Source: an optimization exercise on an open RTL-to-GDS flow (aim: small area, a short achievable clock period and few clock cycles). Production flows keep margins and buffers that such runs may drop. RTL that was checked went through simulation tests only; none was proved equivalent to the original. Power figures rest on the tool's default switching activity, not on a simulated workload.

==> run Z <==
// CPU
module CPU (
    input   wire          clk,
    input   wire          reset,
    input         [31:0]  dataIn,
    output  wire  [31:0]  dataOut,
    output  wire  [31:0]  address,
    output                busWriteEnable      
);
Settings: LEC_CHECK=0, CAP_MARGIN=20, CORE_MARGIN=2, CORE_UTILIZATION=35, SETUP_SLACK_MARGIN=4, SLEW_MARGIN=20; clock period 8.0 ns.
run.sh (not shown) runs the stock make flow with config.mk's settings and CLKGATE_MAP_FILE= SYNTH_SCRIPT=/design/flow/synth_recipe.tcl, a recipe that flattens the netlist after the stock synthesis.
==> run F (differences from run Z) <==
--- a/flow/design.v
+++ b/flow/design.v
@@ -10,12 +10,14 @@
 reg         dslot;       
 reg  [11:0] daddr;       
 reg  [11:0] areg;        
 reg         we;          
 reg  [31:0] dout;        
 reg  [3:0]  smask;       
+reg         cv;          
+reg         ld1_lat, ld2_lat;  
 reg         ldq1;        
 reg         ldq2;        
 reg         stq1;        
 reg         stq2;        
 reg  [3:0]  ld1_rd, ld2_rd;      
 reg  [2:0]  ld1_f3, ld2_f3;
@@ -23,13 +25,13 @@
 reg         ld1_live, ld2_live;  
 reg         dv;          
 reg  [11:0] dpc;
 reg         ev;
 reg         e_wr;        
 reg  [3:0]  erd;
-reg  [31:0] opA, opB, estore;
+reg  [31:0] opA, opB;   
 reg  [4:0]  e_sh;        
 reg         e_sub, s_add, s_log, s_sh, s_slt, s_link;
 reg  [2:0]  e_f3;        
 reg         e_left, e_arith, e_uns;
 reg         e_br, e_pred, e_jalr, e_ld, e_st;
 reg  [11:0] e_pcx;       
@@ -75,19 +77,30 @@
 wire [32:0] shr   = $signed({fill, shin}) >>> e_sh;
 wire [31:0] shres = e_left ? rev32(shr[31:0]) : shr[31:0];
 wire [31:0] eres = ({32{s_add}}  & sum[31:0])
                  | ({32{s_log}}  & logr)
                  | ({32{s_sh}}   & shres)
                  | ({32{s_slt}}  & {31'b0, e_uns ? ltu : lts})
-                 | ({32{s_link}} & {18'b0, e_pcx, 2'b00});
+                 | ({32{s_link}} & opB);
+wire [13:0] asum  = opA[13:0] + {{2{e_pcx[11]}}, e_pcx};
 wire        cond  = e_f3[2] ? (e_f3[1] ? ltu : lts) : eq;
 wire        taken = cond ^ e_f3[0];
 wire        redirE = ev & ((e_br & (taken != e_pred)) | e_jalr);
-wire [11:0] tgtE   = e_jalr ? sum[13:2] : e_pcx;
+wire [11:0] tgtE   = e_jalr ? asum[13:2] : e_pcx;
+wire        keepE  = ~e_jalr & ~dslot & (fpc == e_pcx);
+wire        jumpE  = redirE & ~keepE;
 wire        memE  = ev & (e_ld | e_st);
-wire        rmwE  = ev & e_st & (e_f3[1:0] != 2'b10);
+wire        chit  = cv & (asum[13:2] == daddr);
+wire        rmwE  = ev & e_st & (e_f3[1:0] != 2'b10) & ~chit;    
+wire [3:0]  stmask = (e_f3[1:0] == 2'b00) ? 4'b0001 << asum[1:0] :
+                     (e_f3[1:0] == 2'b01) ? 4'b0011 << asum[1:0] : 4'b1111;
+wire [31:0] stpos  = (e_f3[1:0] == 2'b00) ? {4{opB[7:0]}} :
+                     (e_f3[1:0] == 2'b01) ? {asum[1] ? opB[15:8] : opB[7:0],
+                                             asum[1:0] == 2'b01 ? opB[15:8] : opB[7:0],
+                                             asum[1:0] == 2'b00 ? opB[15:8] : opB[7:0],
+                                             opB[7:0]} : opB;
 wire [31:0] ins   = dataIn;
 wire [4:0]  opc   = ins[6:2];
 wire [2:0]  f3    = ins[14:12];
 wire [3:0]  rs1   = ins[18:15];
 wire [3:0]  rs2   = ins[23:20];
 wire [3:0]  rd    = ins[10:7];
@@ -122,14 +135,14 @@
 wire replayD = dv & ~redirE & (rawLd | ((rmwE | stq1) & (isLD | isST)));
 wire killD   = redirE | replayD;
 wire goD     = dv & ~killD;
 wire predT   = isJAL | (isBR & ins[31]);
 wire redirD  = goD & predT;
 wire [11:0] dpc1 = dpc + 12'd1;
-wire        selR = ~ldq2 & (isOP | isBR);
-wire [31:0] immX = (ldq2 ? ldata : isST ? immS : (isLUI | isAUIPC) ? immU : immI) ^ {32{subD}};
+wire        selR = ~ldq2 & (isOP | isBR | isST);
+wire [31:0] immX = (ldq2 ? ldata : (isJAL | isJALR) ? {18'b0, dpc1, 2'b00} : (isLUI | isAUIPC) ? immU : immI) ^ {32{subD}};
 wire subD = ~ldq2 & (isBR | ((isOP | isOPI) & (f3[2:1] == 2'b01)) | (isOP & f3 == 3'b000 & ins[30]));
 function [11:0] add12(input [11:0] a, input [11:0] b);
     reg [11:0] g, p;
     integer k, l;
     begin
         g = a & b;
@@ -144,83 +157,79 @@
         add12 = add12 ^ {g[10:0], 1'b0};
     end
 endfunction
 wire [11:0] tgtB = add12(dpc, offB);
 wire [11:0] tgtJ = add12(dpc, offJ);
 wire [11:0] tgtD = ins[2] ? tgtJ : tgtB;
-wire [11:0] fpcN = redirE ? tgtE : replayD ? dpc : redirD ? tgtD : ~dslot ? fpc + 12'd1 : fpc;
+wire [11:0] fpcN = jumpE ? tgtE : replayD ? dpc : redirD ? tgtD : ~dslot ? fpc + 12'd1 : fpc;
 integer i;
 always @(posedge clk) begin
     if (reset) begin
         fpc   <= 12'd0;
         areg  <= 12'd0;
         dslot <= 1'b0;
         we    <= 1'b0;
         ldq1  <= 1'b0;
         ldq2  <= 1'b0;
         stq1  <= 1'b0;
         stq2  <= 1'b0;
+        cv    <= 1'b0;
         dv    <= 1'b0;
         ev    <= 1'b0;
         e_wr  <= 1'b0;
     end else begin
-        dv  <= ~dslot & ~redirE & ~replayD & ~redirD;
+        dv  <= ~dslot & ~jumpE & ~replayD & ~redirD;
         dpc <= fpc;
         fpc  <= fpcN;
-        areg <= memE ? sum[13:2] : stq2 ? daddr : fpcN;
+        areg <= memE ? asum[13:2] : stq2 ? daddr : fpcN;
         dslot <= memE | stq2;
         we    <= (memE & e_st & ~rmwE) | stq2;
         ldq1  <= ldE;
         ldq2  <= ldq1;
         stq1  <= rmwE;
         stq2  <= stq1;
+        if (memE)
+            cv <= e_st ? ~rmwE : chit;
+        else if (stq2 | (ldq2 & ld2_lat))
+            cv <= 1'b1;
         ev   <= goD | ldq2;
         e_wr <= ldq2 ? (ld2_live & (ld2_rd != 4'd0)) : (goD & wrRd & (rd != 4'd0));
     end
-    if (memE) begin
-        daddr  <= sum[13:2];
-        case (e_f3[1:0])
-            2'b00: begin
-                smask <= 4'b0001 << sum[1:0];
-                dout  <= {4{estore[7:0]}};
-            end
-            2'b01: begin
-                smask <= 4'b0011 << sum[1:0];
-                dout  <= {sum[1] ? estore[15:8] : estore[7:0],
-                          sum[1:0] == 2'b01 ? estore[15:8] : estore[7:0],
-                          sum[1:0] == 2'b00 ? estore[15:8] : estore[7:0],
-                          estore[7:0]};
-            end
-            default: begin
-                smask <= 4'b1111;
-                dout  <= estore;
-            end
-        endcase
-    end
+    if (memE)
+        daddr <= asum[13:2];
+    if (memE & e_st) begin
+        smask <= stmask;
+        dout  <= {stmask[3] ? stpos[31:24] : dout[31:24],
+                  stmask[2] ? stpos[23:16] : dout[23:16],
+                  stmask[1] ? stpos[15:8]  : dout[15:8],
+                  stmask[0] ? stpos[7:0]   : dout[7:0]};
+    end else if (ldq2 & ld2_lat)
+        dout <= dataIn;
     if (stq2)
         dout <= {smask[3] ? dout[31:24] : dataIn[31:24],
                  smask[2] ? dout[23:16] : dataIn[23:16],
                  smask[1] ? dout[15:8]  : dataIn[15:8],
                  smask[0] ? dout[7:0]   : dataIn[7:0]};
     if (ldE) begin
         ld1_rd   <= erd;
         ld1_f3   <= e_f3;
-        ld1_off  <= sum[1:0];
+        ld1_off  <= asum[1:0];
+        ld1_lat  <= 1'b1;
         ld1_live <= ~(goD & wrRd & rd == erd);
     end
     if (ldq1) begin
         ld2_rd   <= ld1_rd;
         ld2_f3   <= ld1_f3;
         ld2_off  <= ld1_off;
+        ld2_lat  <= ld1_lat & ~memE;
         ld2_live <= ld1_live & ~(goD & wrRd & rd == ld1_rd);
     end
     erd    <= ldq2 ? ld2_rd : rd;
     opA    <= (ldq2 | isLUI) ? 32'b0 : isAUIPC ? {18'b0, dpc, 2'b00} : a1;
     e_sh   <= (isOP ? a2[4:0] : ins[24:20]);
     opB    <= selR ? a2 ^ {32{subD}} : immX;
-    estore <= a2;
     e_sub  <= subD;
     s_add  <= ldq2 | ((isOP | isOPI) & f3 == 3'b000) | isLUI | isAUIPC;
     s_log  <= ~ldq2 & (isOP | isOPI) & f3[2] & (f3[1:0] != 2'b01);
     s_sh   <= ~ldq2 & (isOP | isOPI) & (f3[1:0] == 2'b01);
     s_slt  <= ~ldq2 & (isOP | isOPI) & (f3[2:1] == 2'b01);
     s_link <= ~ldq2 & (isJAL | isJALR);
@@ -230,13 +239,13 @@
     e_uns  <= f3[0];
     e_br   <= ~ldq2 & isBR;
     e_pred <= ins[31];
     e_jalr <= ~ldq2 & isJALR;
     e_ld   <= ~ldq2 & isLD;
     e_st   <= ~ldq2 & isST;
-    e_pcx  <= (isBR & ~ins[31]) ? tgtD : dpc1;
+    e_pcx  <= isBR ? (ins[31] ? dpc1 : tgtD) : isST ? immS[11:0] : immI[11:0];
     for (i = 1; i < 16; i = i + 1) begin
         if (e_wr && erd == i)
             regs[i] <= eres;
         if (reset)
             rvalid[i] <= 1'b0;
         else if (e_wr && erd == i)
--- a/flow/config.mk
+++ b/flow/config.mk
@@ -5,8 +5,9 @@
 export SDC_FILE = /design/flow/constraint.sdc
 export NUM_CORES = 4
 export LEC_CHECK = 0
 export CAP_MARGIN = 20
 export CORE_MARGIN = 2
 export CORE_UTILIZATION = 35
-export SETUP_SLACK_MARGIN = 4
+export CTS_BUF_LIST = sky130_fd_sc_hd__clkbuf_8
+export SETUP_SLACK_MARGIN = 4.2
 export SLEW_MARGIN = 20
==> run E (differences from run Z) <==
--- a/flow/design.v
+++ b/flow/design.v
@@ -5,14 +5,13 @@
     output  wire  [31:0]  dataOut,
     output  wire  [31:0]  address,
     output                busWriteEnable      
 );
 reg  [11:0] fpc;         
 reg         dslot;       
-reg  [11:0] daddr;       
-reg  [11:0] areg;        
+reg  [29:0] daddr;       
 reg         we;          
 reg  [31:0] dout;        
 reg  [3:0]  smask;       
 reg         ldq1;        
 reg         ldq2;        
 reg         stq1;        
@@ -24,20 +23,18 @@
 reg         dv;          
 reg  [11:0] dpc;
 reg         ev;
 reg         e_wr;        
 reg  [3:0]  erd;
 reg  [31:0] opA, opB, estore;
-reg  [4:0]  e_sh;        
 reg         e_sub, s_add, s_log, s_sh, s_slt, s_link;
 reg  [2:0]  e_f3;        
 reg         e_left, e_arith, e_uns;
 reg         e_br, e_pred, e_jalr, e_ld, e_st;
 reg  [11:0] e_pcx;       
 reg  [31:0] regs [1:15];
-reg  [15:1] rvalid;      
 function [32:0] addp(input [31:0] a, input [31:0] b, input cin);
     reg [31:0] g, p, x;
     integer k, l;
     begin
         x = a ^ b;
         g = a & b;
@@ -69,13 +66,13 @@
     begin
         for (k = 0; k < 32; k = k + 1) rev32[k] = x[31 - k];
     end
 endfunction
 wire [31:0] shin  = e_left ? rev32(opA) : opA;
 wire        fill  = e_arith & opA[31];
-wire [32:0] shr   = $signed({fill, shin}) >>> e_sh;
+wire [32:0] shr   = $signed({fill, shin}) >>> opB[4:0];
 wire [31:0] shres = e_left ? rev32(shr[31:0]) : shr[31:0];
 wire [31:0] eres = ({32{s_add}}  & sum[31:0])
                  | ({32{s_log}}  & logr)
                  | ({32{s_sh}}   & shres)
                  | ({32{s_slt}}  & {31'b0, e_uns ? ltu : lts})
                  | ({32{s_link}} & {18'b0, e_pcx, 2'b00});
@@ -88,31 +85,31 @@
 wire [31:0] ins   = dataIn;
 wire [4:0]  opc   = ins[6:2];
 wire [2:0]  f3    = ins[14:12];
 wire [3:0]  rs1   = ins[18:15];
 wire [3:0]  rs2   = ins[23:20];
 wire [3:0]  rd    = ins[10:7];
-wire isLUI   =  ins[5] &  ins[4] &  ins[2];
-wire isAUIPC = ~ins[5] &  ins[4] &  ins[2];
-wire isJAL   =  ins[3];
-wire isJALR  =  ins[6] &  ins[2] & ~ins[3];
-wire isBR    =  ins[6] & ~ins[2];
-wire isLD    = ~ins[5] & ~ins[4];
-wire isST    = ~ins[6] &  ins[5] & ~ins[4];
-wire isOPI   = ~ins[5] &  ins[4] & ~ins[2];
-wire isOP    =  ins[5] &  ins[4] & ~ins[2];
+wire isLUI   = opc == 5'b01101;
+wire isAUIPC = opc == 5'b00101;
+wire isJAL   = opc == 5'b11011;
+wire isJALR  = opc == 5'b11001;
+wire isBR    = opc == 5'b11000;
+wire isLD    = opc == 5'b00000;
+wire isST    = opc == 5'b01000;
+wire isOPI   = opc == 5'b00100;
+wire isOP    = opc == 5'b01100;
 wire useRs1  = ~(isLUI | isAUIPC | isJAL);
 wire useRs2  = isBR | isST | isOP;
 wire wrRd    = isLUI | isAUIPC | isJAL | isJALR | isOPI | isOP;
 wire [31:0] immI = {{20{ins[31]}}, ins[31:20]};
 wire [31:0] immS = {{20{ins[31]}}, ins[31:25], ins[11:7]};
 wire [31:0] immU = {ins[31:12], 12'b0};
 wire [11:0] offB = {ins[31], ins[31], ins[7], ins[30:25], ins[11:9]};        
 wire [11:0] offJ = {ins[13:12], ins[20], ins[30:22]};                
-wire [31:0] rf1 = (rs1 != 4'd0 && rvalid[rs1]) ? regs[rs1] : 32'b0;
-wire [31:0] rf2 = (rs2 != 4'd0 && rvalid[rs2]) ? regs[rs2] : 32'b0;
+wire [31:0] rf1 = (rs1 == 4'd0) ? 32'b0 : regs[rs1];
+wire [31:0] rf2 = (rs2 == 4'd0) ? 32'b0 : regs[rs2];
 wire [31:0] a1  = (e_wr && erd == rs1) ? eres : rf1;
 wire [31:0] a2  = (e_wr && erd == rs2) ? eres : rf2;
 wire [31:0] lsh  = dataIn >> {ld2_off, 3'b000};
 wire [31:0] ldata = (ld2_f3[1:0] == 2'b00) ? {{24{~ld2_f3[2] & lsh[7]}},  lsh[7:0]}  :
                     (ld2_f3[1:0] == 2'b01) ? {{16{~ld2_f3[2] & lsh[15]}}, lsh[15:0]} : lsh;
 wire ldE    = ev & e_ld;
@@ -122,14 +119,12 @@
 wire replayD = dv & ~redirE & (rawLd | ((rmwE | stq1) & (isLD | isST)));
 wire killD   = redirE | replayD;
 wire goD     = dv & ~killD;
 wire predT   = isJAL | (isBR & ins[31]);
 wire redirD  = goD & predT;
 wire [11:0] dpc1 = dpc + 12'd1;
-wire        selR = ~ldq2 & (isOP | isBR);
-wire [31:0] immX = (ldq2 ? ldata : isST ? immS : (isLUI | isAUIPC) ? immU : immI) ^ {32{subD}};
 wire subD = ~ldq2 & (isBR | ((isOP | isOPI) & (f3[2:1] == 2'b01)) | (isOP & f3 == 3'b000 & ins[30]));
 function [11:0] add12(input [11:0] a, input [11:0] b);
     reg [11:0] g, p;
     integer k, l;
     begin
         g = a & b;
@@ -144,43 +139,43 @@
         add12 = add12 ^ {g[10:0], 1'b0};
     end
 endfunction
 wire [11:0] tgtB = add12(dpc, offB);
 wire [11:0] tgtJ = add12(dpc, offJ);
 wire [11:0] tgtD = ins[2] ? tgtJ : tgtB;
-wire [11:0] fpcN = redirE ? tgtE : replayD ? dpc : redirD ? tgtD : ~dslot ? fpc + 12'd1 : fpc;
 integer i;
 always @(posedge clk) begin
     if (reset) begin
         fpc   <= 12'd0;
-        areg  <= 12'd0;
         dslot <= 1'b0;
         we    <= 1'b0;
         ldq1  <= 1'b0;
         ldq2  <= 1'b0;
         stq1  <= 1'b0;
         stq2  <= 1'b0;
         dv    <= 1'b0;
         ev    <= 1'b0;
         e_wr  <= 1'b0;
     end else begin
         dv  <= ~dslot & ~redirE & ~replayD & ~redirD;
         dpc <= fpc;
-        fpc  <= fpcN;
-        areg <= memE ? sum[13:2] : stq2 ? daddr : fpcN;
+        if (redirE)       fpc <= tgtE;
+        else if (replayD) fpc <= dpc;
+        else if (redirD)  fpc <= tgtD;
+        else if (~dslot)  fpc <= fpc + 12'd1;
         dslot <= memE | stq2;
         we    <= (memE & e_st & ~rmwE) | stq2;
         ldq1  <= ldE;
         ldq2  <= ldq1;
         stq1  <= rmwE;
         stq2  <= stq1;
         ev   <= goD | ldq2;
         e_wr <= ldq2 ? (ld2_live & (ld2_rd != 4'd0)) : (goD & wrRd & (rd != 4'd0));
     end
     if (memE) begin
-        daddr  <= sum[13:2];
+        daddr  <= sum[31:2];
         case (e_f3[1:0])
             2'b00: begin
                 smask <= 4'b0001 << sum[1:0];
                 dout  <= {4{estore[7:0]}};
             end
             2'b01: begin
@@ -212,14 +207,13 @@
         ld2_f3   <= ld1_f3;
         ld2_off  <= ld1_off;
         ld2_live <= ld1_live & ~(goD & wrRd & rd == ld1_rd);
     end
     erd    <= ldq2 ? ld2_rd : rd;
     opA    <= (ldq2 | isLUI) ? 32'b0 : isAUIPC ? {18'b0, dpc, 2'b00} : a1;
-    e_sh   <= (isOP ? a2[4:0] : ins[24:20]);
-    opB    <= selR ? a2 ^ {32{subD}} : immX;
+    opB    <= (ldq2 ? ldata : (isOP | isBR) ? a2 : isST ? immS : (isLUI | isAUIPC) ? immU : immI) ^ {32{subD}};
     estore <= a2;
     e_sub  <= subD;
     s_add  <= ldq2 | ((isOP | isOPI) & f3 == 3'b000) | isLUI | isAUIPC;
     s_log  <= ~ldq2 & (isOP | isOPI) & f3[2] & (f3[1:0] != 2'b01);
     s_sh   <= ~ldq2 & (isOP | isOPI) & (f3[1:0] == 2'b01);
     s_slt  <= ~ldq2 & (isOP | isOPI) & (f3[2:1] == 2'b01);
@@ -231,19 +225,14 @@
     e_br   <= ~ldq2 & isBR;
     e_pred <= ins[31];
     e_jalr <= ~ldq2 & isJALR;
     e_ld   <= ~ldq2 & isLD;
     e_st   <= ~ldq2 & isST;
     e_pcx  <= (isBR & ~ins[31]) ? tgtD : dpc1;
-    for (i = 1; i < 16; i = i + 1) begin
-        if (e_wr && erd == i)
-            regs[i] <= eres;
-        if (reset)
-            rvalid[i] <= 1'b0;
-        else if (e_wr && erd == i)
-            rvalid[i] <= 1'b1;
-    end
+    for (i = 1; i < 16; i = i + 1)
+        if (reset || (e_wr && erd == i))
+            regs[i] <= reset ? 32'b0 : eres;
 end
-assign address        = {18'b0, areg, 2'b00};
+assign address        = dslot ? {daddr, 2'b00} : {18'b0, fpc, 2'b00};
 assign busWriteEnable = we;
 assign dataOut        = dout;
 endmodule
==> comparison table <==
quantity	run Z	run F	run E
Post-layout net count	3837	4025	3793
DR pass1 iterations	8	13	14
FF+latch count	742	712	728
Highest clock rate	0.2464 GHz	0.2560 GHz	0.2491 GHz
Seq/total area	0.4408	0.4237	0.4433
Worst-margin pin slew	1327 ps	1075 ps	1277 ps
Final wirelength	173300 um	169800 um	176500 um
Crit. Startpoint	dataIn[5]	dataIn[18]	dataIn[20]
Internal reg-to-reg setup slack	4020 ps	4110 ps	4010 ps
Run status	finished clean	finished clean	finished clean
Cell count after placement	5074	5167	5049
Levels on crit path	8	10	11
Total of fill cells in the finished design	10800	10840	10610
Multi-input gates	2500	2633	2496
Die boundary width	342.3 um	342.5 um	339.9 um
Clock power share	0.358	0.306	0.349
Design Area, Final	46490 sq um	47030 sq um	46070 sq um
Mux cell area share after synthesis	0.08138	0.06894	0.06776
Effective utilization at floorplan	0.3518	0.3517	0.3521
Reg-to-Reg End	opB[4]	areg[11]	opB[8]
Testbench counts of run F, summed over its fixed seeds: cycles 105,002.
No functional check of the RTL was part of run Z and run E.

==> separate check: timing with driven ports <==
Ports are ideal in the flow. The routed layouts listed here were re-timed in OpenROAD. Step 1: set_driving_cell puts a clkbuf_16 on clk and a buf_2 on each other input, an assumption about the parent block. Step 2 moves the port delays by t, midway between the first and last clock arrival at a register: inputs arrive t later, outputs are due t later. That takes back most of the time a late clock gives input paths. Slacks: no drivers / after step 1 / after step 2; pairs: no drivers / after step 1.
| run | t, ns | slack for setup (ns) | latest minus earliest clock arrival (ns) |
|---|---|---|---|
| run Z | 0.724 | 3.942 / 3.994 / 3.270 | 0.044 / 0.045 |
| run F | 0.884 | 4.093 / 4.112 / 3.244 | 0.075 / 0.076 |
| run E | 0.728 | 3.985 / 4.006 / 3.302 | 0.070 / 0.069 |
After both steps setup and hold are still met in every run listed. For run F, which loses most, drivers alone change the setup slack by +0.019 ns; drivers and shift together by -0.849 ns.
